Context: an optimization exercise on an open-source flow, tuned for small area and a short achievable clock period. The choices shown serve that exercise and are no tape-out recipe.
Function was not checked in any run shown here: the RTL went through the layout flow alone.
Power figures rest on the tool's default switching activity, not on a simulated workload.

<file path="flow/flow/run.sh">
#!/bin/bash
set -euo pipefail
MARGIN=25
bash standard.sh SETUP_SLACK_MARGIN=$MARGIN SETUP_MOVE_SEQUENCE=sizeup,swap SKIP_GATE_CLONING=1 \
  "BUFFER_PORTS_ARGS=-buffer_cell sky130_fd_sc_hd__buf_1" finish > make_finish.log 2>&1
</file>
<file path="flow/standard.sh">
#!/bin/bash
# synth_recipe.tcl (not shown) runs the flow's synth.tcl, then flattens the netlist and writes it again
# the make line also repeats each setting of config.mk as NAME=value (left out here)
make -C /OpenROAD-flow-scripts/flow DESIGN_CONFIG=/design/flow/config.mk WORK_HOME=/design/flow/orfs CLKGATE_MAP_FILE= SYNTH_SCRIPT=/design/flow/synth_recipe.tcl "${@:-finish}"
</file>
<file path="flow/config.mk">
export PLATFORM = sky130hd
export DESIGN_NAME = pipeline_sum
export DESIGN_NICKNAME = pipeline_sum
export VERILOG_FILES = /design/flow/design.v
export SDC_FILE = /design/flow/constraint.sdc
export NUM_CORES = 4
export LEC_CHECK = 0
export ABC_AREA = 1
export CAP_MARGIN = 20
export CORE_MARGIN = 2
export CORE_UTILIZATION = 55
export SLEW_MARGIN = 20
</file>
<file path="flow/constraint.sdc">
create_clock -name core_clock -period 36.0 [get_ports {clk}]
set_input_delay 7.2000 -clock core_clock [delete_from_list [all_inputs] [get_ports {clk}]]
set_output_delay 7.2000 -clock core_clock [all_outputs]
set_load 0.01 [all_outputs]
</file>
<file path="flow/design.v">
module pipeline_sum (
    input clk,
    input [15:0] a, b,
    output [31:0] r
);
  wire [0:0] s0_r15_t = a[15:15];
  wire s0_r15_hz = ~(|b[15:1]);
  wire [1:0] s0_r15_bo;
  assign s0_r15_bo[0] = 1'b0;
  assign s0_r15_bo[1] = (s0_r15_t[0] ^ b[0]) ? b[0] : s0_r15_bo[0];
  wire s0_r15_q = s0_r15_hz & ~s0_r15_bo[1];
  wire [0:0] s0_r15_d;
  assign s0_r15_d[0] = s0_r15_t[0] ^ (s0_r15_q & (b[0] ^ s0_r15_bo[0]));
  wire [15:0] s0_r15_ra = {s0_r15_d, a[14:0]};
  wire [1:0] s0_r14_t = s0_r15_ra[15:14];
  wire s0_r14_hz = ~(|b[15:2]);
  wire [2:0] s0_r14_bo;
  assign s0_r14_bo[0] = 1'b0;
  assign s0_r14_bo[1] = (s0_r14_t[0] ^ b[0]) ? b[0] : s0_r14_bo[0];
  assign s0_r14_bo[2] = (s0_r14_t[1] ^ b[1]) ? b[1] : s0_r14_bo[1];
  wire s0_r14_q = s0_r14_hz & ~s0_r14_bo[2];
  wire [1:0] s0_r14_d;
  assign s0_r14_d[0] = s0_r14_t[0] ^ (s0_r14_q & (b[0] ^ s0_r14_bo[0]));
  assign s0_r14_d[1] = s0_r14_t[1] ^ (s0_r14_q & (b[1] ^ s0_r14_bo[1]));
  wire [15:0] s0_r14_ra = {s0_r14_d, s0_r15_ra[13:0]};
  reg [15:0] ra_c1;
  reg [15:0] bb_c1;
  reg [1:0] ah_c1;
  reg q15_c1;
  reg q14_c1;
  always_ff @(posedge clk) begin
    ra_c1 <= s0_r14_ra;
    bb_c1 <= b;
    ah_c1 <= a[15:14];
    q15_c1 <= s0_r15_q;
    q14_c1 <= s0_r14_q;
  end
  wire [2:0] s1_r13_t = ra_c1[15:13];
  wire s1_r13_hz = ~(|bb_c1[15:3]);
  wire [3:0] s1_r13_bo;
  assign s1_r13_bo[0] = 1'b0;
  assign s1_r13_bo[1] = (s1_r13_t[0] ^ bb_c1[0]) ? bb_c1[0] : s1_r13_bo[0];
  assign s1_r13_bo[2] = (s1_r13_t[1] ^ bb_c1[1]) ? bb_c1[1] : s1_r13_bo[1];
  assign s1_r13_bo[3] = (s1_r13_t[2] ^ bb_c1[2]) ? bb_c1[2] : s1_r13_bo[2];
  wire s1_r13_q = s1_r13_hz & ~s1_r13_bo[3];
  wire [2:0] s1_r13_d;
  assign s1_r13_d[0] = s1_r13_t[0] ^ (s1_r13_q & (bb_c1[0] ^ s1_r13_bo[0]));
  assign s1_r13_d[1] = s1_r13_t[1] ^ (s1_r13_q & (bb_c1[1] ^ s1_r13_bo[1]));
  assign s1_r13_d[2] = s1_r13_t[2] ^ (s1_r13_q & (bb_c1[2] ^ s1_r13_bo[2]));
  wire [15:0] s1_r13_ra = {s1_r13_d, ra_c1[12:0]};
  wire [3:0] s1_r12_t = s1_r13_ra[15:12];
  wire s1_r12_hz = ~(|bb_c1[15:4]);
  wire [4:0] s1_r12_bo;
  assign s1_r12_bo[0] = 1'b0;
  assign s1_r12_bo[1] = (s1_r12_t[0] ^ bb_c1[0]) ? bb_c1[0] : s1_r12_bo[0];
  assign s1_r12_bo[2] = (s1_r12_t[1] ^ bb_c1[1]) ? bb_c1[1] : s1_r12_bo[1];
  assign s1_r12_bo[3] = (s1_r12_t[2] ^ bb_c1[2]) ? bb_c1[2] : s1_r12_bo[2];
  assign s1_r12_bo[4] = (s1_r12_t[3] ^ bb_c1[3]) ? bb_c1[3] : s1_r12_bo[3];
  wire s1_r12_q = s1_r12_hz & ~s1_r12_bo[4];
  wire [3:0] s1_r12_d;
  assign s1_r12_d[0] = s1_r12_t[0] ^ (s1_r12_q & (bb_c1[0] ^ s1_r12_bo[0]));
  assign s1_r12_d[1] = s1_r12_t[1] ^ (s1_r12_q & (bb_c1[1] ^ s1_r12_bo[1]));
  assign s1_r12_d[2] = s1_r12_t[2] ^ (s1_r12_q & (bb_c1[2] ^ s1_r12_bo[2]));
  assign s1_r12_d[3] = s1_r12_t[3] ^ (s1_r12_q & (bb_c1[3] ^ s1_r12_bo[3]));
  wire [15:0] s1_r12_ra = {s1_r12_d, s1_r13_ra[11:0]};
  wire [4:0] s1_r11_t = s1_r12_ra[15:11];
  wire s1_r11_hz = ~(|bb_c1[15:5]);
  wire [5:0] s1_r11_bo;
  assign s1_r11_bo[0] = 1'b0;
  assign s1_r11_bo[1] = (s1_r11_t[0] ^ bb_c1[0]) ? bb_c1[0] : s1_r11_bo[0];
  assign s1_r11_bo[2] = (s1_r11_t[1] ^ bb_c1[1]) ? bb_c1[1] : s1_r11_bo[1];
  assign s1_r11_bo[3] = (s1_r11_t[2] ^ bb_c1[2]) ? bb_c1[2] : s1_r11_bo[2];
  assign s1_r11_bo[4] = (s1_r11_t[3] ^ bb_c1[3]) ? bb_c1[3] : s1_r11_bo[3];
  assign s1_r11_bo[5] = (s1_r11_t[4] ^ bb_c1[4]) ? bb_c1[4] : s1_r11_bo[4];
  wire s1_r11_q = s1_r11_hz & ~s1_r11_bo[5];
  wire [4:0] s1_r11_d;
  assign s1_r11_d[0] = s1_r11_t[0] ^ (s1_r11_q & (bb_c1[0] ^ s1_r11_bo[0]));
  assign s1_r11_d[1] = s1_r11_t[1] ^ (s1_r11_q & (bb_c1[1] ^ s1_r11_bo[1]));
  assign s1_r11_d[2] = s1_r11_t[2] ^ (s1_r11_q & (bb_c1[2] ^ s1_r11_bo[2]));
  assign s1_r11_d[3] = s1_r11_t[3] ^ (s1_r11_q & (bb_c1[3] ^ s1_r11_bo[3]));
  assign s1_r11_d[4] = s1_r11_t[4] ^ (s1_r11_q & (bb_c1[4] ^ s1_r11_bo[4]));
  wire [15:0] s1_r11_ra = {s1_r11_d, s1_r12_ra[10:0]};
  wire [5:0] s1_r10_t = s1_r11_ra[15:10];
  wire s1_r10_hz = ~(|bb_c1[15:6]);
  wire [6:0] s1_r10_bo;
  assign s1_r10_bo[0] = 1'b0;
  assign s1_r10_bo[1] = (s1_r10_t[0] ^ bb_c1[0]) ? bb_c1[0] : s1_r10_bo[0];
  assign s1_r10_bo[2] = (s1_r10_t[1] ^ bb_c1[1]) ? bb_c1[1] : s1_r10_bo[1];
  assign s1_r10_bo[3] = (s1_r10_t[2] ^ bb_c1[2]) ? bb_c1[2] : s1_r10_bo[2];
  assign s1_r10_bo[4] = (s1_r10_t[3] ^ bb_c1[3]) ? bb_c1[3] : s1_r10_bo[3];
  assign s1_r10_bo[5] = (s1_r10_t[4] ^ bb_c1[4]) ? bb_c1[4] : s1_r10_bo[4];
  assign s1_r10_bo[6] = (s1_r10_t[5] ^ bb_c1[5]) ? bb_c1[5] : s1_r10_bo[5];
  wire s1_r10_q = s1_r10_hz & ~s1_r10_bo[6];
  wire [5:0] s1_r10_d;
  assign s1_r10_d[0] = s1_r10_t[0] ^ (s1_r10_q & (bb_c1[0] ^ s1_r10_bo[0]));
  assign s1_r10_d[1] = s1_r10_t[1] ^ (s1_r10_q & (bb_c1[1] ^ s1_r10_bo[1]));
  assign s1_r10_d[2] = s1_r10_t[2] ^ (s1_r10_q & (bb_c1[2] ^ s1_r10_bo[2]));
  assign s1_r10_d[3] = s1_r10_t[3] ^ (s1_r10_q & (bb_c1[3] ^ s1_r10_bo[3]));
  assign s1_r10_d[4] = s1_r10_t[4] ^ (s1_r10_q & (bb_c1[4] ^ s1_r10_bo[4]));
  assign s1_r10_d[5] = s1_r10_t[5] ^ (s1_r10_q & (bb_c1[5] ^ s1_r10_bo[5]));
  wire [15:0] s1_r10_ra = {s1_r10_d, s1_r11_ra[9:0]};
  wire [6:0] s1_r9_t = s1_r10_ra[15:9];
  wire s1_r9_hz = ~(|bb_c1[15:7]);
  wire [7:0] s1_r9_bo;
  assign s1_r9_bo[0] = 1'b0;
  assign s1_r9_bo[1] = (s1_r9_t[0] ^ bb_c1[0]) ? bb_c1[0] : s1_r9_bo[0];
  assign s1_r9_bo[2] = (s1_r9_t[1] ^ bb_c1[1]) ? bb_c1[1] : s1_r9_bo[1];
  assign s1_r9_bo[3] = (s1_r9_t[2] ^ bb_c1[2]) ? bb_c1[2] : s1_r9_bo[2];
  assign s1_r9_bo[4] = (s1_r9_t[3] ^ bb_c1[3]) ? bb_c1[3] : s1_r9_bo[3];
  assign s1_r9_bo[5] = (s1_r9_t[4] ^ bb_c1[4]) ? bb_c1[4] : s1_r9_bo[4];
  assign s1_r9_bo[6] = (s1_r9_t[5] ^ bb_c1[5]) ? bb_c1[5] : s1_r9_bo[5];
  assign s1_r9_bo[7] = (s1_r9_t[6] ^ bb_c1[6]) ? bb_c1[6] : s1_r9_bo[6];
  wire s1_r9_q = s1_r9_hz & ~s1_r9_bo[7];
  wire [6:0] s1_r9_d;
  assign s1_r9_d[0] = s1_r9_t[0] ^ (s1_r9_q & (bb_c1[0] ^ s1_r9_bo[0]));
  assign s1_r9_d[1] = s1_r9_t[1] ^ (s1_r9_q & (bb_c1[1] ^ s1_r9_bo[1]));
  assign s1_r9_d[2] = s1_r9_t[2] ^ (s1_r9_q & (bb_c1[2] ^ s1_r9_bo[2]));
  assign s1_r9_d[3] = s1_r9_t[3] ^ (s1_r9_q & (bb_c1[3] ^ s1_r9_bo[3]));
  assign s1_r9_d[4] = s1_r9_t[4] ^ (s1_r9_q & (bb_c1[4] ^ s1_r9_bo[4]));
  assign s1_r9_d[5] = s1_r9_t[5] ^ (s1_r9_q & (bb_c1[5] ^ s1_r9_bo[5]));
  assign s1_r9_d[6] = s1_r9_t[6] ^ (s1_r9_q & (bb_c1[6] ^ s1_r9_bo[6]));
  wire [15:0] s1_r9_ra = {s1_r9_d, s1_r10_ra[8:0]};
  wire [7:0] s1_r8_t = s1_r9_ra[15:8];
  wire s1_r8_hz = ~(|bb_c1[15:8]);
  wire [8:0] s1_r8_bo;
  assign s1_r8_bo[0] = 1'b0;
  assign s1_r8_bo[1] = (s1_r8_t[0] ^ bb_c1[0]) ? bb_c1[0] : s1_r8_bo[0];
  assign s1_r8_bo[2] = (s1_r8_t[1] ^ bb_c1[1]) ? bb_c1[1] : s1_r8_bo[1];
  assign s1_r8_bo[3] = (s1_r8_t[2] ^ bb_c1[2]) ? bb_c1[2] : s1_r8_bo[2];
  assign s1_r8_bo[4] = (s1_r8_t[3] ^ bb_c1[3]) ? bb_c1[3] : s1_r8_bo[3];
  assign s1_r8_bo[5] = (s1_r8_t[4] ^ bb_c1[4]) ? bb_c1[4] : s1_r8_bo[4];
  assign s1_r8_bo[6] = (s1_r8_t[5] ^ bb_c1[5]) ? bb_c1[5] : s1_r8_bo[5];
  assign s1_r8_bo[7] = (s1_r8_t[6] ^ bb_c1[6]) ? bb_c1[6] : s1_r8_bo[6];
  assign s1_r8_bo[8] = (s1_r8_t[7] ^ bb_c1[7]) ? bb_c1[7] : s1_r8_bo[7];
  wire s1_r8_q = s1_r8_hz & ~s1_r8_bo[8];
  wire [7:0] s1_r8_d;
  assign s1_r8_d[0] = s1_r8_t[0] ^ (s1_r8_q & (bb_c1[0] ^ s1_r8_bo[0]));
  assign s1_r8_d[1] = s1_r8_t[1] ^ (s1_r8_q & (bb_c1[1] ^ s1_r8_bo[1]));
  assign s1_r8_d[2] = s1_r8_t[2] ^ (s1_r8_q & (bb_c1[2] ^ s1_r8_bo[2]));
  assign s1_r8_d[3] = s1_r8_t[3] ^ (s1_r8_q & (bb_c1[3] ^ s1_r8_bo[3]));
  assign s1_r8_d[4] = s1_r8_t[4] ^ (s1_r8_q & (bb_c1[4] ^ s1_r8_bo[4]));
  assign s1_r8_d[5] = s1_r8_t[5] ^ (s1_r8_q & (bb_c1[5] ^ s1_r8_bo[5]));
  assign s1_r8_d[6] = s1_r8_t[6] ^ (s1_r8_q & (bb_c1[6] ^ s1_r8_bo[6]));
  assign s1_r8_d[7] = s1_r8_t[7] ^ (s1_r8_q & (bb_c1[7] ^ s1_r8_bo[7]));
  wire [15:0] s1_r8_ra = {s1_r8_d, s1_r9_ra[7:0]};
  wire [8:0] s1_r7_t = s1_r8_ra[15:7];
  wire s1_r7_hz = ~(|bb_c1[15:9]);
  wire [9:0] s1_r7_bo;
  assign s1_r7_bo[0] = 1'b0;
  assign s1_r7_bo[1] = (s1_r7_t[0] ^ bb_c1[0]) ? bb_c1[0] : s1_r7_bo[0];
  assign s1_r7_bo[2] = (s1_r7_t[1] ^ bb_c1[1]) ? bb_c1[1] : s1_r7_bo[1];
  assign s1_r7_bo[3] = (s1_r7_t[2] ^ bb_c1[2]) ? bb_c1[2] : s1_r7_bo[2];
  assign s1_r7_bo[4] = (s1_r7_t[3] ^ bb_c1[3]) ? bb_c1[3] : s1_r7_bo[3];
  assign s1_r7_bo[5] = (s1_r7_t[4] ^ bb_c1[4]) ? bb_c1[4] : s1_r7_bo[4];
  assign s1_r7_bo[6] = (s1_r7_t[5] ^ bb_c1[5]) ? bb_c1[5] : s1_r7_bo[5];
  assign s1_r7_bo[7] = (s1_r7_t[6] ^ bb_c1[6]) ? bb_c1[6] : s1_r7_bo[6];
  assign s1_r7_bo[8] = (s1_r7_t[7] ^ bb_c1[7]) ? bb_c1[7] : s1_r7_bo[7];
  assign s1_r7_bo[9] = (s1_r7_t[8] ^ bb_c1[8]) ? bb_c1[8] : s1_r7_bo[8];
  wire s1_r7_q = s1_r7_hz & ~s1_r7_bo[9];
  wire [8:0] s1_r7_d;
  assign s1_r7_d[0] = s1_r7_t[0] ^ (s1_r7_q & (bb_c1[0] ^ s1_r7_bo[0]));
  assign s1_r7_d[1] = s1_r7_t[1] ^ (s1_r7_q & (bb_c1[1] ^ s1_r7_bo[1]));
  assign s1_r7_d[2] = s1_r7_t[2] ^ (s1_r7_q & (bb_c1[2] ^ s1_r7_bo[2]));
  assign s1_r7_d[3] = s1_r7_t[3] ^ (s1_r7_q & (bb_c1[3] ^ s1_r7_bo[3]));
  assign s1_r7_d[4] = s1_r7_t[4] ^ (s1_r7_q & (bb_c1[4] ^ s1_r7_bo[4]));
  assign s1_r7_d[5] = s1_r7_t[5] ^ (s1_r7_q & (bb_c1[5] ^ s1_r7_bo[5]));
  assign s1_r7_d[6] = s1_r7_t[6] ^ (s1_r7_q & (bb_c1[6] ^ s1_r7_bo[6]));
  assign s1_r7_d[7] = s1_r7_t[7] ^ (s1_r7_q & (bb_c1[7] ^ s1_r7_bo[7]));
  assign s1_r7_d[8] = s1_r7_t[8] ^ (s1_r7_q & (bb_c1[8] ^ s1_r7_bo[8]));
  wire [15:0] s1_r7_ra = {s1_r7_d, s1_r8_ra[6:0]};
  wire [9:0] s1_r6_t = s1_r7_ra[15:6];
  wire s1_r6_hz = ~(|bb_c1[15:10]);
  wire [10:0] s1_r6_bo;
  assign s1_r6_bo[0] = 1'b0;
  assign s1_r6_bo[1] = (s1_r6_t[0] ^ bb_c1[0]) ? bb_c1[0] : s1_r6_bo[0];
  assign s1_r6_bo[2] = (s1_r6_t[1] ^ bb_c1[1]) ? bb_c1[1] : s1_r6_bo[1];
  assign s1_r6_bo[3] = (s1_r6_t[2] ^ bb_c1[2]) ? bb_c1[2] : s1_r6_bo[2];
  assign s1_r6_bo[4] = (s1_r6_t[3] ^ bb_c1[3]) ? bb_c1[3] : s1_r6_bo[3];
  assign s1_r6_bo[5] = (s1_r6_t[4] ^ bb_c1[4]) ? bb_c1[4] : s1_r6_bo[4];
  assign s1_r6_bo[6] = (s1_r6_t[5] ^ bb_c1[5]) ? bb_c1[5] : s1_r6_bo[5];
  assign s1_r6_bo[7] = (s1_r6_t[6] ^ bb_c1[6]) ? bb_c1[6] : s1_r6_bo[6];
  assign s1_r6_bo[8] = (s1_r6_t[7] ^ bb_c1[7]) ? bb_c1[7] : s1_r6_bo[7];
  assign s1_r6_bo[9] = (s1_r6_t[8] ^ bb_c1[8]) ? bb_c1[8] : s1_r6_bo[8];
  assign s1_r6_bo[10] = (s1_r6_t[9] ^ bb_c1[9]) ? bb_c1[9] : s1_r6_bo[9];
  wire s1_r6_q = s1_r6_hz & ~s1_r6_bo[10];
  wire [9:0] s1_r6_d;
  assign s1_r6_d[0] = s1_r6_t[0] ^ (s1_r6_q & (bb_c1[0] ^ s1_r6_bo[0]));
  assign s1_r6_d[1] = s1_r6_t[1] ^ (s1_r6_q & (bb_c1[1] ^ s1_r6_bo[1]));
  assign s1_r6_d[2] = s1_r6_t[2] ^ (s1_r6_q & (bb_c1[2] ^ s1_r6_bo[2]));
  assign s1_r6_d[3] = s1_r6_t[3] ^ (s1_r6_q & (bb_c1[3] ^ s1_r6_bo[3]));
  assign s1_r6_d[4] = s1_r6_t[4] ^ (s1_r6_q & (bb_c1[4] ^ s1_r6_bo[4]));
  assign s1_r6_d[5] = s1_r6_t[5] ^ (s1_r6_q & (bb_c1[5] ^ s1_r6_bo[5]));
  assign s1_r6_d[6] = s1_r6_t[6] ^ (s1_r6_q & (bb_c1[6] ^ s1_r6_bo[6]));
  assign s1_r6_d[7] = s1_r6_t[7] ^ (s1_r6_q & (bb_c1[7] ^ s1_r6_bo[7]));
  assign s1_r6_d[8] = s1_r6_t[8] ^ (s1_r6_q & (bb_c1[8] ^ s1_r6_bo[8]));
  assign s1_r6_d[9] = s1_r6_t[9] ^ (s1_r6_q & (bb_c1[9] ^ s1_r6_bo[9]));
  wire [15:0] s1_r6_ra = {s1_r6_d, s1_r7_ra[5:0]};
  reg [15:0] ra_c2;
  reg [15:0] bb_c2;
  reg [9:0] ah_c2;
  reg q15_c2;
  reg q14_c2;
  reg q13_c2;
  reg q12_c2;
  reg q11_c2;
  reg q10_c2;
  reg q9_c2;
  reg q8_c2;
  reg q7_c2;
  reg q6_c2;
  always_ff @(posedge clk) begin
    ra_c2 <= s1_r6_ra;
    bb_c2 <= bb_c1;
    ah_c2 <= {ah_c1, ra_c1[13:6]};
    q15_c2 <= q15_c1;
    q14_c2 <= q14_c1;
    q13_c2 <= s1_r13_q;
    q12_c2 <= s1_r12_q;
    q11_c2 <= s1_r11_q;
    q10_c2 <= s1_r10_q;
    q9_c2 <= s1_r9_q;
    q8_c2 <= s1_r8_q;
    q7_c2 <= s1_r7_q;
    q6_c2 <= s1_r6_q;
  end
  wire [15:0] xa = {ah_c2, ra_c2[5:0]};
  wire [15:0] sh = (bb_c2[15:4] == 12'd0) ? (xa << bb_c2[3:0]) : 16'd0;
  wire [17:0] xs = {2'b0, xa | bb_c2} + {2'b0, xa ^ bb_c2} + {2'b0, sh};
  wire [17:0] ym2 = xs + {1'b0, 1'b0, q15_c2, q14_c2, q13_c2, q12_c2, q11_c2, q10_c2, q9_c2, q8_c2, q7_c2, q6_c2, 1'b0, 1'b0, 1'b0, 1'b0, 1'b0, 1'b0};
  wire [10:0] s2_r5_t = ra_c2[15:5];
  wire s2_r5_hz = ~(|bb_c2[15:11]);
  wire [11:0] s2_r5_bo;
  assign s2_r5_bo[0] = 1'b0;
  assign s2_r5_bo[1] = (s2_r5_t[0] ^ bb_c2[0]) ? bb_c2[0] : s2_r5_bo[0];
  assign s2_r5_bo[2] = (s2_r5_t[1] ^ bb_c2[1]) ? bb_c2[1] : s2_r5_bo[1];
  assign s2_r5_bo[3] = (s2_r5_t[2] ^ bb_c2[2]) ? bb_c2[2] : s2_r5_bo[2];
  assign s2_r5_bo[4] = (s2_r5_t[3] ^ bb_c2[3]) ? bb_c2[3] : s2_r5_bo[3];
  assign s2_r5_bo[5] = (s2_r5_t[4] ^ bb_c2[4]) ? bb_c2[4] : s2_r5_bo[4];
  assign s2_r5_bo[6] = (s2_r5_t[5] ^ bb_c2[5]) ? bb_c2[5] : s2_r5_bo[5];
  assign s2_r5_bo[7] = (s2_r5_t[6] ^ bb_c2[6]) ? bb_c2[6] : s2_r5_bo[6];
  assign s2_r5_bo[8] = (s2_r5_t[7] ^ bb_c2[7]) ? bb_c2[7] : s2_r5_bo[7];
  assign s2_r5_bo[9] = (s2_r5_t[8] ^ bb_c2[8]) ? bb_c2[8] : s2_r5_bo[8];
  assign s2_r5_bo[10] = (s2_r5_t[9] ^ bb_c2[9]) ? bb_c2[9] : s2_r5_bo[9];
  assign s2_r5_bo[11] = (s2_r5_t[10] ^ bb_c2[10]) ? bb_c2[10] : s2_r5_bo[10];
  wire s2_r5_q = s2_r5_hz & ~s2_r5_bo[11];
  wire [10:0] s2_r5_d;
  assign s2_r5_d[0] = s2_r5_t[0] ^ (s2_r5_q & (bb_c2[0] ^ s2_r5_bo[0]));
  assign s2_r5_d[1] = s2_r5_t[1] ^ (s2_r5_q & (bb_c2[1] ^ s2_r5_bo[1]));
  assign s2_r5_d[2] = s2_r5_t[2] ^ (s2_r5_q & (bb_c2[2] ^ s2_r5_bo[2]));
  assign s2_r5_d[3] = s2_r5_t[3] ^ (s2_r5_q & (bb_c2[3] ^ s2_r5_bo[3]));
  assign s2_r5_d[4] = s2_r5_t[4] ^ (s2_r5_q & (bb_c2[4] ^ s2_r5_bo[4]));
  assign s2_r5_d[5] = s2_r5_t[5] ^ (s2_r5_q & (bb_c2[5] ^ s2_r5_bo[5]));
  assign s2_r5_d[6] = s2_r5_t[6] ^ (s2_r5_q & (bb_c2[6] ^ s2_r5_bo[6]));
  assign s2_r5_d[7] = s2_r5_t[7] ^ (s2_r5_q & (bb_c2[7] ^ s2_r5_bo[7]));
  assign s2_r5_d[8] = s2_r5_t[8] ^ (s2_r5_q & (bb_c2[8] ^ s2_r5_bo[8]));
  assign s2_r5_d[9] = s2_r5_t[9] ^ (s2_r5_q & (bb_c2[9] ^ s2_r5_bo[9]));
  assign s2_r5_d[10] = s2_r5_t[10] ^ (s2_r5_q & (bb_c2[10] ^ s2_r5_bo[10]));
  wire [15:0] s2_r5_ra = {s2_r5_d, ra_c2[4:0]};
  wire [11:0] s2_r4_t = s2_r5_ra[15:4];
  wire s2_r4_hz = ~(|bb_c2[15:12]);
  wire [12:0] s2_r4_bo;
  assign s2_r4_bo[0] = 1'b0;
  assign s2_r4_bo[1] = (s2_r4_t[0] ^ bb_c2[0]) ? bb_c2[0] : s2_r4_bo[0];
  assign s2_r4_bo[2] = (s2_r4_t[1] ^ bb_c2[1]) ? bb_c2[1] : s2_r4_bo[1];
  assign s2_r4_bo[3] = (s2_r4_t[2] ^ bb_c2[2]) ? bb_c2[2] : s2_r4_bo[2];
  assign s2_r4_bo[4] = (s2_r4_t[3] ^ bb_c2[3]) ? bb_c2[3] : s2_r4_bo[3];
  assign s2_r4_bo[5] = (s2_r4_t[4] ^ bb_c2[4]) ? bb_c2[4] : s2_r4_bo[4];
  assign s2_r4_bo[6] = (s2_r4_t[5] ^ bb_c2[5]) ? bb_c2[5] : s2_r4_bo[5];
  assign s2_r4_bo[7] = (s2_r4_t[6] ^ bb_c2[6]) ? bb_c2[6] : s2_r4_bo[6];
  assign s2_r4_bo[8] = (s2_r4_t[7] ^ bb_c2[7]) ? bb_c2[7] : s2_r4_bo[7];
  assign s2_r4_bo[9] = (s2_r4_t[8] ^ bb_c2[8]) ? bb_c2[8] : s2_r4_bo[8];
  assign s2_r4_bo[10] = (s2_r4_t[9] ^ bb_c2[9]) ? bb_c2[9] : s2_r4_bo[9];
  assign s2_r4_bo[11] = (s2_r4_t[10] ^ bb_c2[10]) ? bb_c2[10] : s2_r4_bo[10];
  assign s2_r4_bo[12] = (s2_r4_t[11] ^ bb_c2[11]) ? bb_c2[11] : s2_r4_bo[11];
  wire s2_r4_q = s2_r4_hz & ~s2_r4_bo[12];
  wire [11:0] s2_r4_d;
  assign s2_r4_d[0] = s2_r4_t[0] ^ (s2_r4_q & (bb_c2[0] ^ s2_r4_bo[0]));
  assign s2_r4_d[1] = s2_r4_t[1] ^ (s2_r4_q & (bb_c2[1] ^ s2_r4_bo[1]));
  assign s2_r4_d[2] = s2_r4_t[2] ^ (s2_r4_q & (bb_c2[2] ^ s2_r4_bo[2]));
  assign s2_r4_d[3] = s2_r4_t[3] ^ (s2_r4_q & (bb_c2[3] ^ s2_r4_bo[3]));
  assign s2_r4_d[4] = s2_r4_t[4] ^ (s2_r4_q & (bb_c2[4] ^ s2_r4_bo[4]));
  assign s2_r4_d[5] = s2_r4_t[5] ^ (s2_r4_q & (bb_c2[5] ^ s2_r4_bo[5]));
  assign s2_r4_d[6] = s2_r4_t[6] ^ (s2_r4_q & (bb_c2[6] ^ s2_r4_bo[6]));
  assign s2_r4_d[7] = s2_r4_t[7] ^ (s2_r4_q & (bb_c2[7] ^ s2_r4_bo[7]));
  assign s2_r4_d[8] = s2_r4_t[8] ^ (s2_r4_q & (bb_c2[8] ^ s2_r4_bo[8]));
  assign s2_r4_d[9] = s2_r4_t[9] ^ (s2_r4_q & (bb_c2[9] ^ s2_r4_bo[9]));
  assign s2_r4_d[10] = s2_r4_t[10] ^ (s2_r4_q & (bb_c2[10] ^ s2_r4_bo[10]));
  assign s2_r4_d[11] = s2_r4_t[11] ^ (s2_r4_q & (bb_c2[11] ^ s2_r4_bo[11]));
  wire [15:0] s2_r4_ra = {s2_r4_d, s2_r5_ra[3:0]};
  wire [12:0] s2_r3_t = s2_r4_ra[15:3];
  wire s2_r3_hz = ~(|bb_c2[15:13]);
  wire [13:0] s2_r3_bo;
  assign s2_r3_bo[0] = 1'b0;
  assign s2_r3_bo[1] = (s2_r3_t[0] ^ bb_c2[0]) ? bb_c2[0] : s2_r3_bo[0];
  assign s2_r3_bo[2] = (s2_r3_t[1] ^ bb_c2[1]) ? bb_c2[1] : s2_r3_bo[1];
  assign s2_r3_bo[3] = (s2_r3_t[2] ^ bb_c2[2]) ? bb_c2[2] : s2_r3_bo[2];
  assign s2_r3_bo[4] = (s2_r3_t[3] ^ bb_c2[3]) ? bb_c2[3] : s2_r3_bo[3];
  assign s2_r3_bo[5] = (s2_r3_t[4] ^ bb_c2[4]) ? bb_c2[4] : s2_r3_bo[4];
  assign s2_r3_bo[6] = (s2_r3_t[5] ^ bb_c2[5]) ? bb_c2[5] : s2_r3_bo[5];
  assign s2_r3_bo[7] = (s2_r3_t[6] ^ bb_c2[6]) ? bb_c2[6] : s2_r3_bo[6];
  assign s2_r3_bo[8] = (s2_r3_t[7] ^ bb_c2[7]) ? bb_c2[7] : s2_r3_bo[7];
  assign s2_r3_bo[9] = (s2_r3_t[8] ^ bb_c2[8]) ? bb_c2[8] : s2_r3_bo[8];
  assign s2_r3_bo[10] = (s2_r3_t[9] ^ bb_c2[9]) ? bb_c2[9] : s2_r3_bo[9];
  assign s2_r3_bo[11] = (s2_r3_t[10] ^ bb_c2[10]) ? bb_c2[10] : s2_r3_bo[10];
  assign s2_r3_bo[12] = (s2_r3_t[11] ^ bb_c2[11]) ? bb_c2[11] : s2_r3_bo[11];
  assign s2_r3_bo[13] = (s2_r3_t[12] ^ bb_c2[12]) ? bb_c2[12] : s2_r3_bo[12];
  wire s2_r3_q = s2_r3_hz & ~s2_r3_bo[13];
  wire [12:0] s2_r3_d;
  assign s2_r3_d[0] = s2_r3_t[0] ^ (s2_r3_q & (bb_c2[0] ^ s2_r3_bo[0]));
  assign s2_r3_d[1] = s2_r3_t[1] ^ (s2_r3_q & (bb_c2[1] ^ s2_r3_bo[1]));
  assign s2_r3_d[2] = s2_r3_t[2] ^ (s2_r3_q & (bb_c2[2] ^ s2_r3_bo[2]));
  assign s2_r3_d[3] = s2_r3_t[3] ^ (s2_r3_q & (bb_c2[3] ^ s2_r3_bo[3]));
  assign s2_r3_d[4] = s2_r3_t[4] ^ (s2_r3_q & (bb_c2[4] ^ s2_r3_bo[4]));
  assign s2_r3_d[5] = s2_r3_t[5] ^ (s2_r3_q & (bb_c2[5] ^ s2_r3_bo[5]));
  assign s2_r3_d[6] = s2_r3_t[6] ^ (s2_r3_q & (bb_c2[6] ^ s2_r3_bo[6]));
  assign s2_r3_d[7] = s2_r3_t[7] ^ (s2_r3_q & (bb_c2[7] ^ s2_r3_bo[7]));
  assign s2_r3_d[8] = s2_r3_t[8] ^ (s2_r3_q & (bb_c2[8] ^ s2_r3_bo[8]));
  assign s2_r3_d[9] = s2_r3_t[9] ^ (s2_r3_q & (bb_c2[9] ^ s2_r3_bo[9]));
  assign s2_r3_d[10] = s2_r3_t[10] ^ (s2_r3_q & (bb_c2[10] ^ s2_r3_bo[10]));
  assign s2_r3_d[11] = s2_r3_t[11] ^ (s2_r3_q & (bb_c2[11] ^ s2_r3_bo[11]));
  assign s2_r3_d[12] = s2_r3_t[12] ^ (s2_r3_q & (bb_c2[12] ^ s2_r3_bo[12]));
  wire [15:0] s2_r3_ra = {s2_r3_d, s2_r4_ra[2:0]};
  wire [13:0] s2_r2_t = s2_r3_ra[15:2];
  wire s2_r2_hz = ~(|bb_c2[15:14]);
  wire [14:0] s2_r2_bo;
  assign s2_r2_bo[0] = 1'b0;
  assign s2_r2_bo[1] = (s2_r2_t[0] ^ bb_c2[0]) ? bb_c2[0] : s2_r2_bo[0];
  assign s2_r2_bo[2] = (s2_r2_t[1] ^ bb_c2[1]) ? bb_c2[1] : s2_r2_bo[1];
  assign s2_r2_bo[3] = (s2_r2_t[2] ^ bb_c2[2]) ? bb_c2[2] : s2_r2_bo[2];
  assign s2_r2_bo[4] = (s2_r2_t[3] ^ bb_c2[3]) ? bb_c2[3] : s2_r2_bo[3];
  assign s2_r2_bo[5] = (s2_r2_t[4] ^ bb_c2[4]) ? bb_c2[4] : s2_r2_bo[4];
  assign s2_r2_bo[6] = (s2_r2_t[5] ^ bb_c2[5]) ? bb_c2[5] : s2_r2_bo[5];
  assign s2_r2_bo[7] = (s2_r2_t[6] ^ bb_c2[6]) ? bb_c2[6] : s2_r2_bo[6];
  assign s2_r2_bo[8] = (s2_r2_t[7] ^ bb_c2[7]) ? bb_c2[7] : s2_r2_bo[7];
  assign s2_r2_bo[9] = (s2_r2_t[8] ^ bb_c2[8]) ? bb_c2[8] : s2_r2_bo[8];
  assign s2_r2_bo[10] = (s2_r2_t[9] ^ bb_c2[9]) ? bb_c2[9] : s2_r2_bo[9];
  assign s2_r2_bo[11] = (s2_r2_t[10] ^ bb_c2[10]) ? bb_c2[10] : s2_r2_bo[10];
  assign s2_r2_bo[12] = (s2_r2_t[11] ^ bb_c2[11]) ? bb_c2[11] : s2_r2_bo[11];
  assign s2_r2_bo[13] = (s2_r2_t[12] ^ bb_c2[12]) ? bb_c2[12] : s2_r2_bo[12];
  assign s2_r2_bo[14] = (s2_r2_t[13] ^ bb_c2[13]) ? bb_c2[13] : s2_r2_bo[13];
  wire s2_r2_q = s2_r2_hz & ~s2_r2_bo[14];
  wire [13:0] s2_r2_d;
  assign s2_r2_d[0] = s2_r2_t[0] ^ (s2_r2_q & (bb_c2[0] ^ s2_r2_bo[0]));
  assign s2_r2_d[1] = s2_r2_t[1] ^ (s2_r2_q & (bb_c2[1] ^ s2_r2_bo[1]));
  assign s2_r2_d[2] = s2_r2_t[2] ^ (s2_r2_q & (bb_c2[2] ^ s2_r2_bo[2]));
  assign s2_r2_d[3] = s2_r2_t[3] ^ (s2_r2_q & (bb_c2[3] ^ s2_r2_bo[3]));
  assign s2_r2_d[4] = s2_r2_t[4] ^ (s2_r2_q & (bb_c2[4] ^ s2_r2_bo[4]));
  assign s2_r2_d[5] = s2_r2_t[5] ^ (s2_r2_q & (bb_c2[5] ^ s2_r2_bo[5]));
  assign s2_r2_d[6] = s2_r2_t[6] ^ (s2_r2_q & (bb_c2[6] ^ s2_r2_bo[6]));
  assign s2_r2_d[7] = s2_r2_t[7] ^ (s2_r2_q & (bb_c2[7] ^ s2_r2_bo[7]));
  assign s2_r2_d[8] = s2_r2_t[8] ^ (s2_r2_q & (bb_c2[8] ^ s2_r2_bo[8]));
  assign s2_r2_d[9] = s2_r2_t[9] ^ (s2_r2_q & (bb_c2[9] ^ s2_r2_bo[9]));
  assign s2_r2_d[10] = s2_r2_t[10] ^ (s2_r2_q & (bb_c2[10] ^ s2_r2_bo[10]));
  assign s2_r2_d[11] = s2_r2_t[11] ^ (s2_r2_q & (bb_c2[11] ^ s2_r2_bo[11]));
  assign s2_r2_d[12] = s2_r2_t[12] ^ (s2_r2_q & (bb_c2[12] ^ s2_r2_bo[12]));
  assign s2_r2_d[13] = s2_r2_t[13] ^ (s2_r2_q & (bb_c2[13] ^ s2_r2_bo[13]));
  wire [15:0] s2_r2_ra = {s2_r2_d, s2_r3_ra[1:0]};
  wire [15:0] s2_x4_t = s2_r2_ra;
  wire [17:0] s2_x4_b1 = {2'b0, bb_c2};
  wire [17:0] s2_x4_b2 = {1'b0, bb_c2, 1'b0};
  wire [17:0] s2_x4_b3 = s2_x4_b1 + s2_x4_b2;
  wire [16:0] s2_x4_c1;
  assign s2_x4_c1[0] = 1'b0;
  assign s2_x4_c1[1] = (s2_x4_t[0] ^ s2_x4_b1[0]) ? s2_x4_b1[0] : s2_x4_c1[0];
  assign s2_x4_c1[2] = (s2_x4_t[1] ^ s2_x4_b1[1]) ? s2_x4_b1[1] : s2_x4_c1[1];
  assign s2_x4_c1[3] = (s2_x4_t[2] ^ s2_x4_b1[2]) ? s2_x4_b1[2] : s2_x4_c1[2];
  assign s2_x4_c1[4] = (s2_x4_t[3] ^ s2_x4_b1[3]) ? s2_x4_b1[3] : s2_x4_c1[3];
  assign s2_x4_c1[5] = (s2_x4_t[4] ^ s2_x4_b1[4]) ? s2_x4_b1[4] : s2_x4_c1[4];
  assign s2_x4_c1[6] = (s2_x4_t[5] ^ s2_x4_b1[5]) ? s2_x4_b1[5] : s2_x4_c1[5];
  assign s2_x4_c1[7] = (s2_x4_t[6] ^ s2_x4_b1[6]) ? s2_x4_b1[6] : s2_x4_c1[6];
  assign s2_x4_c1[8] = (s2_x4_t[7] ^ s2_x4_b1[7]) ? s2_x4_b1[7] : s2_x4_c1[7];
  assign s2_x4_c1[9] = (s2_x4_t[8] ^ s2_x4_b1[8]) ? s2_x4_b1[8] : s2_x4_c1[8];
  assign s2_x4_c1[10] = (s2_x4_t[9] ^ s2_x4_b1[9]) ? s2_x4_b1[9] : s2_x4_c1[9];
  assign s2_x4_c1[11] = (s2_x4_t[10] ^ s2_x4_b1[10]) ? s2_x4_b1[10] : s2_x4_c1[10];
  assign s2_x4_c1[12] = (s2_x4_t[11] ^ s2_x4_b1[11]) ? s2_x4_b1[11] : s2_x4_c1[11];
  assign s2_x4_c1[13] = (s2_x4_t[12] ^ s2_x4_b1[12]) ? s2_x4_b1[12] : s2_x4_c1[12];
  assign s2_x4_c1[14] = (s2_x4_t[13] ^ s2_x4_b1[13]) ? s2_x4_b1[13] : s2_x4_c1[13];
  assign s2_x4_c1[15] = (s2_x4_t[14] ^ s2_x4_b1[14]) ? s2_x4_b1[14] : s2_x4_c1[14];
  assign s2_x4_c1[16] = (s2_x4_t[15] ^ s2_x4_b1[15]) ? s2_x4_b1[15] : s2_x4_c1[15];
  wire s2_x4_ge1 = ~(|s2_x4_b1[17:16]) & ~s2_x4_c1[16];
  wire [16:0] s2_x4_c2;
  assign s2_x4_c2[0] = 1'b0;
  assign s2_x4_c2[1] = (s2_x4_t[0] ^ s2_x4_b2[0]) ? s2_x4_b2[0] : s2_x4_c2[0];
  assign s2_x4_c2[2] = (s2_x4_t[1] ^ s2_x4_b2[1]) ? s2_x4_b2[1] : s2_x4_c2[1];
  assign s2_x4_c2[3] = (s2_x4_t[2] ^ s2_x4_b2[2]) ? s2_x4_b2[2] : s2_x4_c2[2];
  assign s2_x4_c2[4] = (s2_x4_t[3] ^ s2_x4_b2[3]) ? s2_x4_b2[3] : s2_x4_c2[3];
  assign s2_x4_c2[5] = (s2_x4_t[4] ^ s2_x4_b2[4]) ? s2_x4_b2[4] : s2_x4_c2[4];
  assign s2_x4_c2[6] = (s2_x4_t[5] ^ s2_x4_b2[5]) ? s2_x4_b2[5] : s2_x4_c2[5];
  assign s2_x4_c2[7] = (s2_x4_t[6] ^ s2_x4_b2[6]) ? s2_x4_b2[6] : s2_x4_c2[6];
  assign s2_x4_c2[8] = (s2_x4_t[7] ^ s2_x4_b2[7]) ? s2_x4_b2[7] : s2_x4_c2[7];
  assign s2_x4_c2[9] = (s2_x4_t[8] ^ s2_x4_b2[8]) ? s2_x4_b2[8] : s2_x4_c2[8];
  assign s2_x4_c2[10] = (s2_x4_t[9] ^ s2_x4_b2[9]) ? s2_x4_b2[9] : s2_x4_c2[9];
  assign s2_x4_c2[11] = (s2_x4_t[10] ^ s2_x4_b2[10]) ? s2_x4_b2[10] : s2_x4_c2[10];
  assign s2_x4_c2[12] = (s2_x4_t[11] ^ s2_x4_b2[11]) ? s2_x4_b2[11] : s2_x4_c2[11];
  assign s2_x4_c2[13] = (s2_x4_t[12] ^ s2_x4_b2[12]) ? s2_x4_b2[12] : s2_x4_c2[12];
  assign s2_x4_c2[14] = (s2_x4_t[13] ^ s2_x4_b2[13]) ? s2_x4_b2[13] : s2_x4_c2[13];
  assign s2_x4_c2[15] = (s2_x4_t[14] ^ s2_x4_b2[14]) ? s2_x4_b2[14] : s2_x4_c2[14];
  assign s2_x4_c2[16] = (s2_x4_t[15] ^ s2_x4_b2[15]) ? s2_x4_b2[15] : s2_x4_c2[15];
  wire s2_x4_ge2 = ~(|s2_x4_b2[17:16]) & ~s2_x4_c2[16];
  wire [16:0] s2_x4_c3;
  assign s2_x4_c3[0] = 1'b0;
  assign s2_x4_c3[1] = (s2_x4_t[0] ^ s2_x4_b3[0]) ? s2_x4_b3[0] : s2_x4_c3[0];
  assign s2_x4_c3[2] = (s2_x4_t[1] ^ s2_x4_b3[1]) ? s2_x4_b3[1] : s2_x4_c3[1];
  assign s2_x4_c3[3] = (s2_x4_t[2] ^ s2_x4_b3[2]) ? s2_x4_b3[2] : s2_x4_c3[2];
  assign s2_x4_c3[4] = (s2_x4_t[3] ^ s2_x4_b3[3]) ? s2_x4_b3[3] : s2_x4_c3[3];
  assign s2_x4_c3[5] = (s2_x4_t[4] ^ s2_x4_b3[4]) ? s2_x4_b3[4] : s2_x4_c3[4];
  assign s2_x4_c3[6] = (s2_x4_t[5] ^ s2_x4_b3[5]) ? s2_x4_b3[5] : s2_x4_c3[5];
  assign s2_x4_c3[7] = (s2_x4_t[6] ^ s2_x4_b3[6]) ? s2_x4_b3[6] : s2_x4_c3[6];
  assign s2_x4_c3[8] = (s2_x4_t[7] ^ s2_x4_b3[7]) ? s2_x4_b3[7] : s2_x4_c3[7];
  assign s2_x4_c3[9] = (s2_x4_t[8] ^ s2_x4_b3[8]) ? s2_x4_b3[8] : s2_x4_c3[8];
  assign s2_x4_c3[10] = (s2_x4_t[9] ^ s2_x4_b3[9]) ? s2_x4_b3[9] : s2_x4_c3[9];
  assign s2_x4_c3[11] = (s2_x4_t[10] ^ s2_x4_b3[10]) ? s2_x4_b3[10] : s2_x4_c3[10];
  assign s2_x4_c3[12] = (s2_x4_t[11] ^ s2_x4_b3[11]) ? s2_x4_b3[11] : s2_x4_c3[11];
  assign s2_x4_c3[13] = (s2_x4_t[12] ^ s2_x4_b3[12]) ? s2_x4_b3[12] : s2_x4_c3[12];
  assign s2_x4_c3[14] = (s2_x4_t[13] ^ s2_x4_b3[13]) ? s2_x4_b3[13] : s2_x4_c3[13];
  assign s2_x4_c3[15] = (s2_x4_t[14] ^ s2_x4_b3[14]) ? s2_x4_b3[14] : s2_x4_c3[14];
  assign s2_x4_c3[16] = (s2_x4_t[15] ^ s2_x4_b3[15]) ? s2_x4_b3[15] : s2_x4_c3[15];
  wire s2_x4_ge3 = ~(|s2_x4_b3[17:16]) & ~s2_x4_c3[16];
  wire s2_x4_q1 = s2_x4_ge2;
  wire s2_x4_q0 = s2_x4_q1 ? s2_x4_ge3 : s2_x4_ge1;
  wire [6:0] ml = {1'b0, ym2[5:0]} + {1'b0, s2_r5_q, s2_r4_q, s2_r3_q, s2_r2_q, 1'b0, 1'b0};
  wire lc1 = ml[0] & s2_x4_q0;
  wire lc2 = (ml[1] & s2_x4_q1) | ((ml[1] | s2_x4_q1) & lc1);
  wire [6:0] lo7;
  assign lo7[0] = ml[0] ^ s2_x4_q0;
  assign lo7[1] = ml[1] ^ s2_x4_q1 ^ lc1;
  assign lo7[2] = ml[2] ^ (lc2 & (1'b1));
  assign lo7[3] = ml[3] ^ (lc2 & (&ml[2:2]));
  assign lo7[4] = ml[4] ^ (lc2 & (&ml[3:2]));
  assign lo7[5] = ml[5] ^ (lc2 & (&ml[4:2]));
  assign lo7[6] = ml[6] ^ (lc2 & (&ml[5:2]));
  wire [11:0] h0 = ym2[17:6];
  reg [6:0] lo_c3;
  reg [11:0] hi_c3;
  always_ff @(posedge clk) begin
    lo_c3 <= lo7;
    hi_c3 <= h0;
  end
  wire [11:0] hs = hi_c3 + {11'd0, lo_c3[6]};
  assign r = {14'd0, hs, lo_c3[5:0]};
endmodule
</file>
==> results of run 1 <==
[layout make-up]
type	instances	area [µm²]
inverters	284	1130
fillers	2068	8370
clock inverters	7	93.8
repair buffers	56	265
flip-flops and latches	107	2150
clock buffers	9	225
well taps	275	344
multi-input cells	1291	8370
[per-layer routing]
metal	global-route usage (%)	part of all wire (%)	vias up
met4	8.44	2.4	0
li1	-	-	5441
met5	0	0	-
met3	3.15	3.8	48
met2	49.5	50	205
met1	33.2	43	4775
[registers in the layout, summed over array words and instances, names as in the netlist, 2 cells and up]
name	flops
hi_c3	12
ra_c2	16
ah_c2	10
ah_c1	2
lo_c3	7
ra_c1	16
bb_c2	16
bb_c1	16
[Yosys cell counts, types with 8 or more instances]
| library cell | number |
|---|---|
| clkbuf_1 | 19 |
| xnor2_1 | 27 |
| clkinv_1 | 9 |
| nand3_1 | 157 |
| nand4_1 | 29 |
| o22ai_1 | 18 |
| nand2_1 | 465 |
| nor2_1 | 77 |
| nand2_2 | 39 |
| o21bai_1 | 9 |
| nand2_4 | 10 |
| xor2_1 | 111 |
| fa_1 | 29 |
| a21oi_1 | 50 |
| buf_4 | 22 |
| ha_1 | 71 |
| inv_2 | 12 |
| inv_1 | 254 |
| or2_2 | 17 |
| nand3_2 | 20 |
| xor2_2 | 8 |
| o21ai_0 | 70 |
| dfxtp_1 | 107 |
[repair_timing]
action,CTS,global route
gates resized for setup,2,73
pin swaps,0,10
setup endpoints to repair,6,7
[power by group through the flow]
stage,logic (mW),clock network (mW),registers [mW]
after floorplan,0.145,0,0.144
after global placement,0.174,0,0.150
after detailed placement,0.176,0,0.150
after CTS,0.177,0.108,0.147
after global routing,0.206,0.113,0.149
final,0.181,0.106,0.147
[path summary, 6_finish.rpt]
path | endpoint | slack, ns | cells after the start
max | lo_c3[5] | 26.09 | 76
min | ah_c2[9] | 0.33 | 0
max reg2reg | lo_c3[5] | 26.09 | 76
min reg2reg | ah_c2[9] | 0.33 | 0
[logic make-up (layout without fill, tap and decap cells)]
kind of cell	after synthesis	after routing	share of synthesized area (%)
buffers and inverters	341	356	12.9
adder cells (fa/ha/maj)	101	101	12.6
AO/OA/AOI/OAI	170	170	8.47
XOR/XNOR	159	159	13.7
flip-flops	107	107	18.2
other	1	14	0.0319
multiplexers	1	1	0.0853
AND/OR/NAND/NOR	846	846	34.0
[metrics by stage]
step	hold WS (ns)	worst slack (ns)
2_1_floorplan	0.310	27.35
3_3_place_gp	0.310	24.96
3_5_place_dp	0.312	24.65
4_1_cts	0.335	25.02
5_1_grt	0.337	24.90
6_report	0.334	26.09
==> results_dict.tcl, run 1 <==
set metrics [dict create \
    status "complete, no violations" \
    final_area_um2 12600 \
    cts_buffer_depth 2 \
    synth.largest_area_cell "dfxtp_1" \
    p_sw_mw 0.182 \
    peakVddDrop_mv 0.0227 \
    leakage_nw 6.47 \
    drt_first_pass_iters 5 \
    wire_per_inst_um 14.6 \
    root_buffer "clkbuf_16" \
    max_stage_delay_ns 0.71 \
    die_area_um2 22500 \
    cpMostUsedCell "nand2_1" \
    combPwrFrac_pct 41.7 \
    dp_hpwl_mm 24.0 \
    layout.nets 1882 \
    slew_violations 0 \
    cts_buffers 9 \
    crit_buf_inv 5 \
    worstPathMaxFanout 12 \
    port_buffers 50 \
    syn-cell-area_um2 11700 \
    syn_inst 1726 \
    async_reset_ff_share_pct 0 \
    final_layout_size_suffix_gt1_share_pct 12.5 \
    synthFlopType "dfxtp_1" \
    drv_cap 0 \
    start_kind "flip-flop" \
    clkTransAtPathRegs_ns 0.09 \
    final_util_pct 60.0 \
    h-tree-depth 3 \
    yosysSeqAreaShare_pct 18.2 \
    layout_common_cells "nand2_1 (452), inv_1 (254), nand3_1 (141)" \
    end_kind "flip-flop" \
    fin_crit_sh_pct 27.5 \
    skew_ns 0.0162 \
    crit_path_start "bb_c2[7]" \
    fin_cells 2029 \
    core_area_um2 21000 \
    fp.dieH_um 150 \
    final_common_cell "nand2_1" \
    pwr-share-clk_pct 24.4 \
    cts_tree "yes" \
    reg2reg_from "bb_c2[7]" \
    antenna_found_initial 0 \
    hold_viol 0 \
    critical_path_class "flip-flop to flip-flop" \
    ys_top_cells_by_area "dfxtp_1 (18%), nand2_1 (15%), xor2_1 (8.3%)" \
    clock_latency_ns 0.38 \
    slew_headroom_pct 41.6 \
    grt_start_max_net_pins 32 \
    start_util_pct 56.0 \
    overflow 0 \
    dpl.cell_count 2013 \
    max_freq_mhz 101 \
    required_ns 36.24 \
    p_seq_share_pct 33.9 \
    die_x_um 150 \
    p_total_mw 0.434 \
    ant_nets 0 \
    antennaDiodeCount 0 \
    setup-violations-final 0 \
    drt-total-wl_mm 29.7 \
    p_sw_share_pct 41.9 \
    rsz0062_at_grt "false" \
    clock-sinks 107 \
    crit_slowest_cell "dfxtp_1" \
    io_pins 65 \
    grt_pass1_vias 9806 \
    drc_errors 0 \
    place_congestion 0.910 \
    ys_ff_latch 107 \
    hold_class "flip-flop to flip-flop" \
    avgSynthCellArea_um2 6.80 \
    post_cts_buffers 0 \
    intPower_mw 0.252 \
    areaGrowthSynthToFinish_pct 7.18 \
    synth_edf_count 0 \
    detail_route.vias_per_cell 5.16 \
    cp.arrival_ns 10.15 \
    std_cell_rows 53 \
    finalCriticalPeriod_ns 9.91 \
    synth_cell_type_count 68 \
    synth_warnings 1 \
    synth.top_cell.area_share_pct 18.2 \
    critPathTopFamily "simple AND/OR/NAND/NOR gates" \
    grt_use_total_pct 27.1 \
    power.density_nw_per_um2 34.5 \
    placed_area_um2 12000 \
    postCtsHoldBufs 0 \
    tightestPinTransition_ns 0.868 \
    drt_iter0_markers 582 \
    worst_hold_startpoint "ah_c1[1]" \
    fin_tns_setup_ns 0 \
    grt_pass1_wl_mm 47.9 \
    dr_total_vias 10500 \
]
==> inputs of run 2 (changes only) <==
--- a/flow/design.v
+++ b/flow/design.v
@@ -195,9 +195,38 @@
   assign s1_r6_d[8] = s1_r6_t[8] ^ (s1_r6_q & (bb_c1[8] ^ s1_r6_bo[8]));
   assign s1_r6_d[9] = s1_r6_t[9] ^ (s1_r6_q & (bb_c1[9] ^ s1_r6_bo[9]));
   wire [15:0] s1_r6_ra = {s1_r6_d, s1_r7_ra[5:0]};
+  wire [10:0] s1_r5_t = s1_r6_ra[15:5];
+  wire s1_r5_hz = ~(|bb_c1[15:11]);
+  wire [11:0] s1_r5_bo;
+  assign s1_r5_bo[0] = 1'b0;
+  assign s1_r5_bo[1] = (s1_r5_t[0] ^ bb_c1[0]) ? bb_c1[0] : s1_r5_bo[0];
+  assign s1_r5_bo[2] = (s1_r5_t[1] ^ bb_c1[1]) ? bb_c1[1] : s1_r5_bo[1];
+  assign s1_r5_bo[3] = (s1_r5_t[2] ^ bb_c1[2]) ? bb_c1[2] : s1_r5_bo[2];
+  assign s1_r5_bo[4] = (s1_r5_t[3] ^ bb_c1[3]) ? bb_c1[3] : s1_r5_bo[3];
+  assign s1_r5_bo[5] = (s1_r5_t[4] ^ bb_c1[4]) ? bb_c1[4] : s1_r5_bo[4];
+  assign s1_r5_bo[6] = (s1_r5_t[5] ^ bb_c1[5]) ? bb_c1[5] : s1_r5_bo[5];
+  assign s1_r5_bo[7] = (s1_r5_t[6] ^ bb_c1[6]) ? bb_c1[6] : s1_r5_bo[6];
+  assign s1_r5_bo[8] = (s1_r5_t[7] ^ bb_c1[7]) ? bb_c1[7] : s1_r5_bo[7];
+  assign s1_r5_bo[9] = (s1_r5_t[8] ^ bb_c1[8]) ? bb_c1[8] : s1_r5_bo[8];
+  assign s1_r5_bo[10] = (s1_r5_t[9] ^ bb_c1[9]) ? bb_c1[9] : s1_r5_bo[9];
+  assign s1_r5_bo[11] = (s1_r5_t[10] ^ bb_c1[10]) ? bb_c1[10] : s1_r5_bo[10];
+  wire s1_r5_q = s1_r5_hz & ~s1_r5_bo[11];
+  wire [10:0] s1_r5_d;
+  assign s1_r5_d[0] = s1_r5_t[0] ^ (s1_r5_q & (bb_c1[0] ^ s1_r5_bo[0]));
+  assign s1_r5_d[1] = s1_r5_t[1] ^ (s1_r5_q & (bb_c1[1] ^ s1_r5_bo[1]));
+  assign s1_r5_d[2] = s1_r5_t[2] ^ (s1_r5_q & (bb_c1[2] ^ s1_r5_bo[2]));
+  assign s1_r5_d[3] = s1_r5_t[3] ^ (s1_r5_q & (bb_c1[3] ^ s1_r5_bo[3]));
+  assign s1_r5_d[4] = s1_r5_t[4] ^ (s1_r5_q & (bb_c1[4] ^ s1_r5_bo[4]));
+  assign s1_r5_d[5] = s1_r5_t[5] ^ (s1_r5_q & (bb_c1[5] ^ s1_r5_bo[5]));
+  assign s1_r5_d[6] = s1_r5_t[6] ^ (s1_r5_q & (bb_c1[6] ^ s1_r5_bo[6]));
+  assign s1_r5_d[7] = s1_r5_t[7] ^ (s1_r5_q & (bb_c1[7] ^ s1_r5_bo[7]));
+  assign s1_r5_d[8] = s1_r5_t[8] ^ (s1_r5_q & (bb_c1[8] ^ s1_r5_bo[8]));
+  assign s1_r5_d[9] = s1_r5_t[9] ^ (s1_r5_q & (bb_c1[9] ^ s1_r5_bo[9]));
+  assign s1_r5_d[10] = s1_r5_t[10] ^ (s1_r5_q & (bb_c1[10] ^ s1_r5_bo[10]));
+  wire [15:0] s1_r5_ra = {s1_r5_d, s1_r6_ra[4:0]};
   reg [15:0] ra_c2;
   reg [15:0] bb_c2;
-  reg [9:0] ah_c2;
+  reg [10:0] ah_c2;
   reg q15_c2;
   reg q14_c2;
   reg q13_c2;
@@ -208,10 +237,11 @@
   reg q8_c2;
   reg q7_c2;
   reg q6_c2;
+  reg q5_c2;
   always_ff @(posedge clk) begin
-    ra_c2 <= s1_r6_ra;
+    ra_c2 <= s1_r5_ra;
     bb_c2 <= bb_c1;
-    ah_c2 <= {ah_c1, ra_c1[13:6]};
+    ah_c2 <= {ah_c1, ra_c1[13:5]};
     q15_c2 <= q15_c1;
     q14_c2 <= q14_c1;
     q13_c2 <= s1_r13_q;
@@ -222,41 +252,13 @@
     q8_c2 <= s1_r8_q;
     q7_c2 <= s1_r7_q;
     q6_c2 <= s1_r6_q;
+    q5_c2 <= s1_r5_q;
   end
-  wire [15:0] xa = {ah_c2, ra_c2[5:0]};
+  wire [15:0] xa = {ah_c2, ra_c2[4:0]};
   wire [15:0] sh = (bb_c2[15:4] == 12'd0) ? (xa << bb_c2[3:0]) : 16'd0;
   wire [17:0] xs = {2'b0, xa | bb_c2} + {2'b0, xa ^ bb_c2} + {2'b0, sh};
-  wire [17:0] ym2 = xs + {1'b0, 1'b0, q15_c2, q14_c2, q13_c2, q12_c2, q11_c2, q10_c2, q9_c2, q8_c2, q7_c2, q6_c2, 1'b0, 1'b0, 1'b0, 1'b0, 1'b0, 1'b0};
-  wire [10:0] s2_r5_t = ra_c2[15:5];
-  wire s2_r5_hz = ~(|bb_c2[15:11]);
-  wire [11:0] s2_r5_bo;
-  assign s2_r5_bo[0] = 1'b0;
-  assign s2_r5_bo[1] = (s2_r5_t[0] ^ bb_c2[0]) ? bb_c2[0] : s2_r5_bo[0];
-  assign s2_r5_bo[2] = (s2_r5_t[1] ^ bb_c2[1]) ? bb_c2[1] : s2_r5_bo[1];
-  assign s2_r5_bo[3] = (s2_r5_t[2] ^ bb_c2[2]) ? bb_c2[2] : s2_r5_bo[2];
-  assign s2_r5_bo[4] = (s2_r5_t[3] ^ bb_c2[3]) ? bb_c2[3] : s2_r5_bo[3];
-  assign s2_r5_bo[5] = (s2_r5_t[4] ^ bb_c2[4]) ? bb_c2[4] : s2_r5_bo[4];
-  assign s2_r5_bo[6] = (s2_r5_t[5] ^ bb_c2[5]) ? bb_c2[5] : s2_r5_bo[5];
-  assign s2_r5_bo[7] = (s2_r5_t[6] ^ bb_c2[6]) ? bb_c2[6] : s2_r5_bo[6];
-  assign s2_r5_bo[8] = (s2_r5_t[7] ^ bb_c2[7]) ? bb_c2[7] : s2_r5_bo[7];
-  assign s2_r5_bo[9] = (s2_r5_t[8] ^ bb_c2[8]) ? bb_c2[8] : s2_r5_bo[8];
-  assign s2_r5_bo[10] = (s2_r5_t[9] ^ bb_c2[9]) ? bb_c2[9] : s2_r5_bo[9];
-  assign s2_r5_bo[11] = (s2_r5_t[10] ^ bb_c2[10]) ? bb_c2[10] : s2_r5_bo[10];
-  wire s2_r5_q = s2_r5_hz & ~s2_r5_bo[11];
-  wire [10:0] s2_r5_d;
-  assign s2_r5_d[0] = s2_r5_t[0] ^ (s2_r5_q & (bb_c2[0] ^ s2_r5_bo[0]));
-  assign s2_r5_d[1] = s2_r5_t[1] ^ (s2_r5_q & (bb_c2[1] ^ s2_r5_bo[1]));
-  assign s2_r5_d[2] = s2_r5_t[2] ^ (s2_r5_q & (bb_c2[2] ^ s2_r5_bo[2]));
-  assign s2_r5_d[3] = s2_r5_t[3] ^ (s2_r5_q & (bb_c2[3] ^ s2_r5_bo[3]));
-  assign s2_r5_d[4] = s2_r5_t[4] ^ (s2_r5_q & (bb_c2[4] ^ s2_r5_bo[4]));
-  assign s2_r5_d[5] = s2_r5_t[5] ^ (s2_r5_q & (bb_c2[5] ^ s2_r5_bo[5]));
-  assign s2_r5_d[6] = s2_r5_t[6] ^ (s2_r5_q & (bb_c2[6] ^ s2_r5_bo[6]));
-  assign s2_r5_d[7] = s2_r5_t[7] ^ (s2_r5_q & (bb_c2[7] ^ s2_r5_bo[7]));
-  assign s2_r5_d[8] = s2_r5_t[8] ^ (s2_r5_q & (bb_c2[8] ^ s2_r5_bo[8]));
-  assign s2_r5_d[9] = s2_r5_t[9] ^ (s2_r5_q & (bb_c2[9] ^ s2_r5_bo[9]));
-  assign s2_r5_d[10] = s2_r5_t[10] ^ (s2_r5_q & (bb_c2[10] ^ s2_r5_bo[10]));
-  wire [15:0] s2_r5_ra = {s2_r5_d, ra_c2[4:0]};
-  wire [11:0] s2_r4_t = s2_r5_ra[15:4];
+  wire [17:0] ym2 = xs + {1'b0, 1'b0, q15_c2, q14_c2, q13_c2, q12_c2, q11_c2, q10_c2, q9_c2, q8_c2, q7_c2, q6_c2, q5_c2, 1'b0, 1'b0, 1'b0, 1'b0, 1'b0};
+  wire [11:0] s2_r4_t = ra_c2[15:4];
   wire s2_r4_hz = ~(|bb_c2[15:12]);
   wire [12:0] s2_r4_bo;
   assign s2_r4_bo[0] = 1'b0;
@@ -286,7 +288,7 @@
   assign s2_r4_d[9] = s2_r4_t[9] ^ (s2_r4_q & (bb_c2[9] ^ s2_r4_bo[9]));
   assign s2_r4_d[10] = s2_r4_t[10] ^ (s2_r4_q & (bb_c2[10] ^ s2_r4_bo[10]));
   assign s2_r4_d[11] = s2_r4_t[11] ^ (s2_r4_q & (bb_c2[11] ^ s2_r4_bo[11]));
-  wire [15:0] s2_r4_ra = {s2_r4_d, s2_r5_ra[3:0]};
+  wire [15:0] s2_r4_ra = {s2_r4_d, ra_c2[3:0]};
   wire [12:0] s2_r3_t = s2_r4_ra[15:3];
   wire s2_r3_hz = ~(|bb_c2[15:13]);
   wire [13:0] s2_r3_bo;
@@ -418,7 +420,7 @@
   wire s2_x4_ge3 = ~(|s2_x4_b3[17:16]) & ~s2_x4_c3[16];
   wire s2_x4_q1 = s2_x4_ge2;
   wire s2_x4_q0 = s2_x4_q1 ? s2_x4_ge3 : s2_x4_ge1;
-  wire [6:0] ml = {1'b0, ym2[5:0]} + {1'b0, s2_r5_q, s2_r4_q, s2_r3_q, s2_r2_q, 1'b0, 1'b0};
+  wire [6:0] ml = {1'b0, ym2[5:0]} + {1'b0, 1'b0, s2_r4_q, s2_r3_q, s2_r2_q, 1'b0, 1'b0};
   wire lc1 = ml[0] & s2_x4_q0;
   wire lc2 = (ml[1] & s2_x4_q1) | ((ml[1] | s2_x4_q1) & lc1);
   wire [6:0] lo7;
==> run 2 against run 1 <==
Effect of this change:
- total power increased by 3.0%
- clock power about the same
- worst hold slack got worse by 0.0022 ns
- final cell count decreased by 1.3%
- combinational power increased by 4%
- first-iteration DRC count decreased by 5.8%
- wire length decreased by 0.80%
- via count decreased by 1.9%
- critical path type unchanged
- largest cell class unchanged
- highest routed layer unchanged
==> results_dict.tcl, run 2 <==
set metrics [dict create \
    overflow 0 \
    final_util_pct 61.5 \
    cts_tree "yes" \
    clkTransAtPathRegs_ns 0.09 \
    cp.arrival_ns 10.85 \
    final_area_um2 13000 \
    grt_pass1_vias 9410 \
    port_buffers 50 \
    synth_cell_type_count 67 \
    cts_buffer_depth 2 \
    drc_errors 0 \
    syn_inst 1695 \
    start_kind "flip-flop" \
    ys_top_cells_by_area "dfxtp_1 (18%), nand2_1 (13%), ha_1 (7.2%)" \
    fp.dieH_um 151 \
    end_kind "flip-flop" \
    fin_crit_sh_pct 29.5 \
    drt-total-wl_mm 29.5 \
    finalCriticalPeriod_ns 10.61 \
    synth.largest_area_cell "dfxtp_1" \
    synth.top_cell.area_share_pct 18.5 \
    final_layout_size_suffix_gt1_share_pct 21.6 \
    final_common_cell "nand2_1" \
    status "complete, no violations" \
    async_reset_ff_share_pct 0 \
    tightestPinTransition_ns 0.673 \
    die_area_um2 22700 \
    slew_violations 0 \
    worst_hold_startpoint "ra_c1[4]" \
    start_util_pct 56.1 \
    antennaDiodeCount 0 \
    die_x_um 151 \
    dp_hpwl_mm 23.7 \
    synth_warnings 1 \
    fill_cells 2102 \
    drt_iter0_markers 548 \
    std_cell_rows 53 \
    drt_first_pass_iters 5 \
    hold_viol 0 \
    fin_tns_setup_ns 0 \
    postCtsHoldBufs 0 \
    detail_route.vias_per_cell 5.13 \
    leakage_nw 6.37 \
    rsz0062_at_grt "true" \
    max_stage_delay_ns 0.44 \
    antenna_found_initial 0 \
    root_buffer "clkbuf_16" \
    post_cts_buffers 0 \
    synth_edf_count 0 \
]
run 2: cell count changes after synthesis, sizes merged, moves of 3 or more:
| cell | change |
|---|---|
| xnor2 | -24 |
| xor2 | -5 |
| clkbuf | -10 |
| or2 | -5 |
| ha | -3 |
| nand3b | +9 |
| buf | +5 |
| nor2 | +18 |
| clkinv | +5 |
| nand3 | -22 |
run 2: logic make-up (layout without fill, tap and decap cells):
| family | after synthesis | count (layout) | synth area share (%) |
|---|---|---|---|
| simple gates | 842 | 842 | 35.6 |
| compound gates | 173 | 173 | 8.66 |
| other cells | 1 | 14 | 0.0317 |
| fa+ha+maj | 99 | 99 | 12.4 |
| flops | 109 | 109 | 18.5 |
| buf+inv | 339 | 359 | 13.2 |
| xor+xnor | 130 | 130 | 11.5 |
| mux | 2 | 2 | 0.169 |
run 2: cell type report:
type | instances | area, µm² | share of cell area, %
flip-flops and latches | 109 | 2200 | 17.0
clock inverters | 7 | 103 | 0.791
multi-input cells | 1260 | 8680 | 66.9
clock buffers | 9 | 225 | 1.74
repair buffers | 56 | 236 | 1.82
well taps | 275 | 344 | 2.65
inverters | 287 | 1190 | 9.15
run 2: timing repair:
item / CTS / global route
setup endpoints to repair: 1 / 19
gates resized for setup: 1 / 162
pin swaps: 0 / 63
endpoints found under the hold margin: 0 / 0
run 2: worst reg2reg max path: cells and delay by family, from the launching register on:
| kind | cells | cell delay (ns) |
|---|---|---|
| and+or+nand+nor | 74 | 5.88 |
| AOI/OAI and AO/OA | 15 | 2.32 |
| xor gates and xnor gates | 4 | 0.75 |
| adders and majority gates | 2 | 0.56 |
| buffers and inverters | 7 | 0.55 |
| DFF | 1 | 0.44 |
run 2: final timing paths:
check,end,depth (start not counted),slack [ns]
hold reg to reg,ra_c2[4],0,0.33
setup / recovery,lo_c3[5],102,25.39
hold / removal,ra_c2[4],0,0.33
setup reg to reg,lo_c3[5],102,25.39
run 2: per-layer routing:
metal / up-vias / track usage [%] / wire length [µm]
met5: - / 0 / 0
met4: 0 / 4.77 / 354
met3: 23 / 2.64 / 872
met2: 173 / 47.3 / 14800
met1: 4733 / 34.4 / 13500
li1: 5341 / - / -
run 2: where the power goes:
part | internal, mW | leakage, nW | total, mW | switching, mW
clock | 0.0520 | 0.160 | 0.109 | 0.0571
combinational | 0.0702 | 5.30 | 0.189 | 0.119
sequential | 0.136 | 0.915 | 0.148 | 0.0123
total | 0.258 | 6.37 | 0.446 | 0.188
run 2: through the flow:
stage	std cells	power, mW	hold slack, ns	setup WS [ns]
2_1_floorplan	1708	0.294	0.310	26.70
3_3_place_gp	1987	0.326	0.313	25.31
6_report	2003	0.446	0.332	25.39
3_5_place_dp	1987	0.327	0.312	25.03
4_1_cts	2003	0.437	0.335	25.01
5_1_grt	2003	0.480	0.336	24.48

port drivers added, routing unchanged:
Ports are ideal in the flow. The routed layouts listed here were re-timed in OpenROAD. Step 1 sets driving cells, clkbuf_16 on the clock port and buf_2 on the other inputs (assumed; they add their load-dependent delay and slew). Step 2 times the ports against the registers' clock, not the clock port: input delays grow and output delays shrink by t, the midpoint of the rising clock arrivals with the driver on. Three values: ideal ports, drivers, drivers and shift; two values: the first two.
| run | t (ns) | setup slack, ns |
|---|---|---|
| run 1 | 0.419 | 26.088 / 26.088 / 26.088 |
| run 2 | 0.416 | 25.392 / 25.392 / 25.392 |
After both steps every run listed still meets setup and hold.
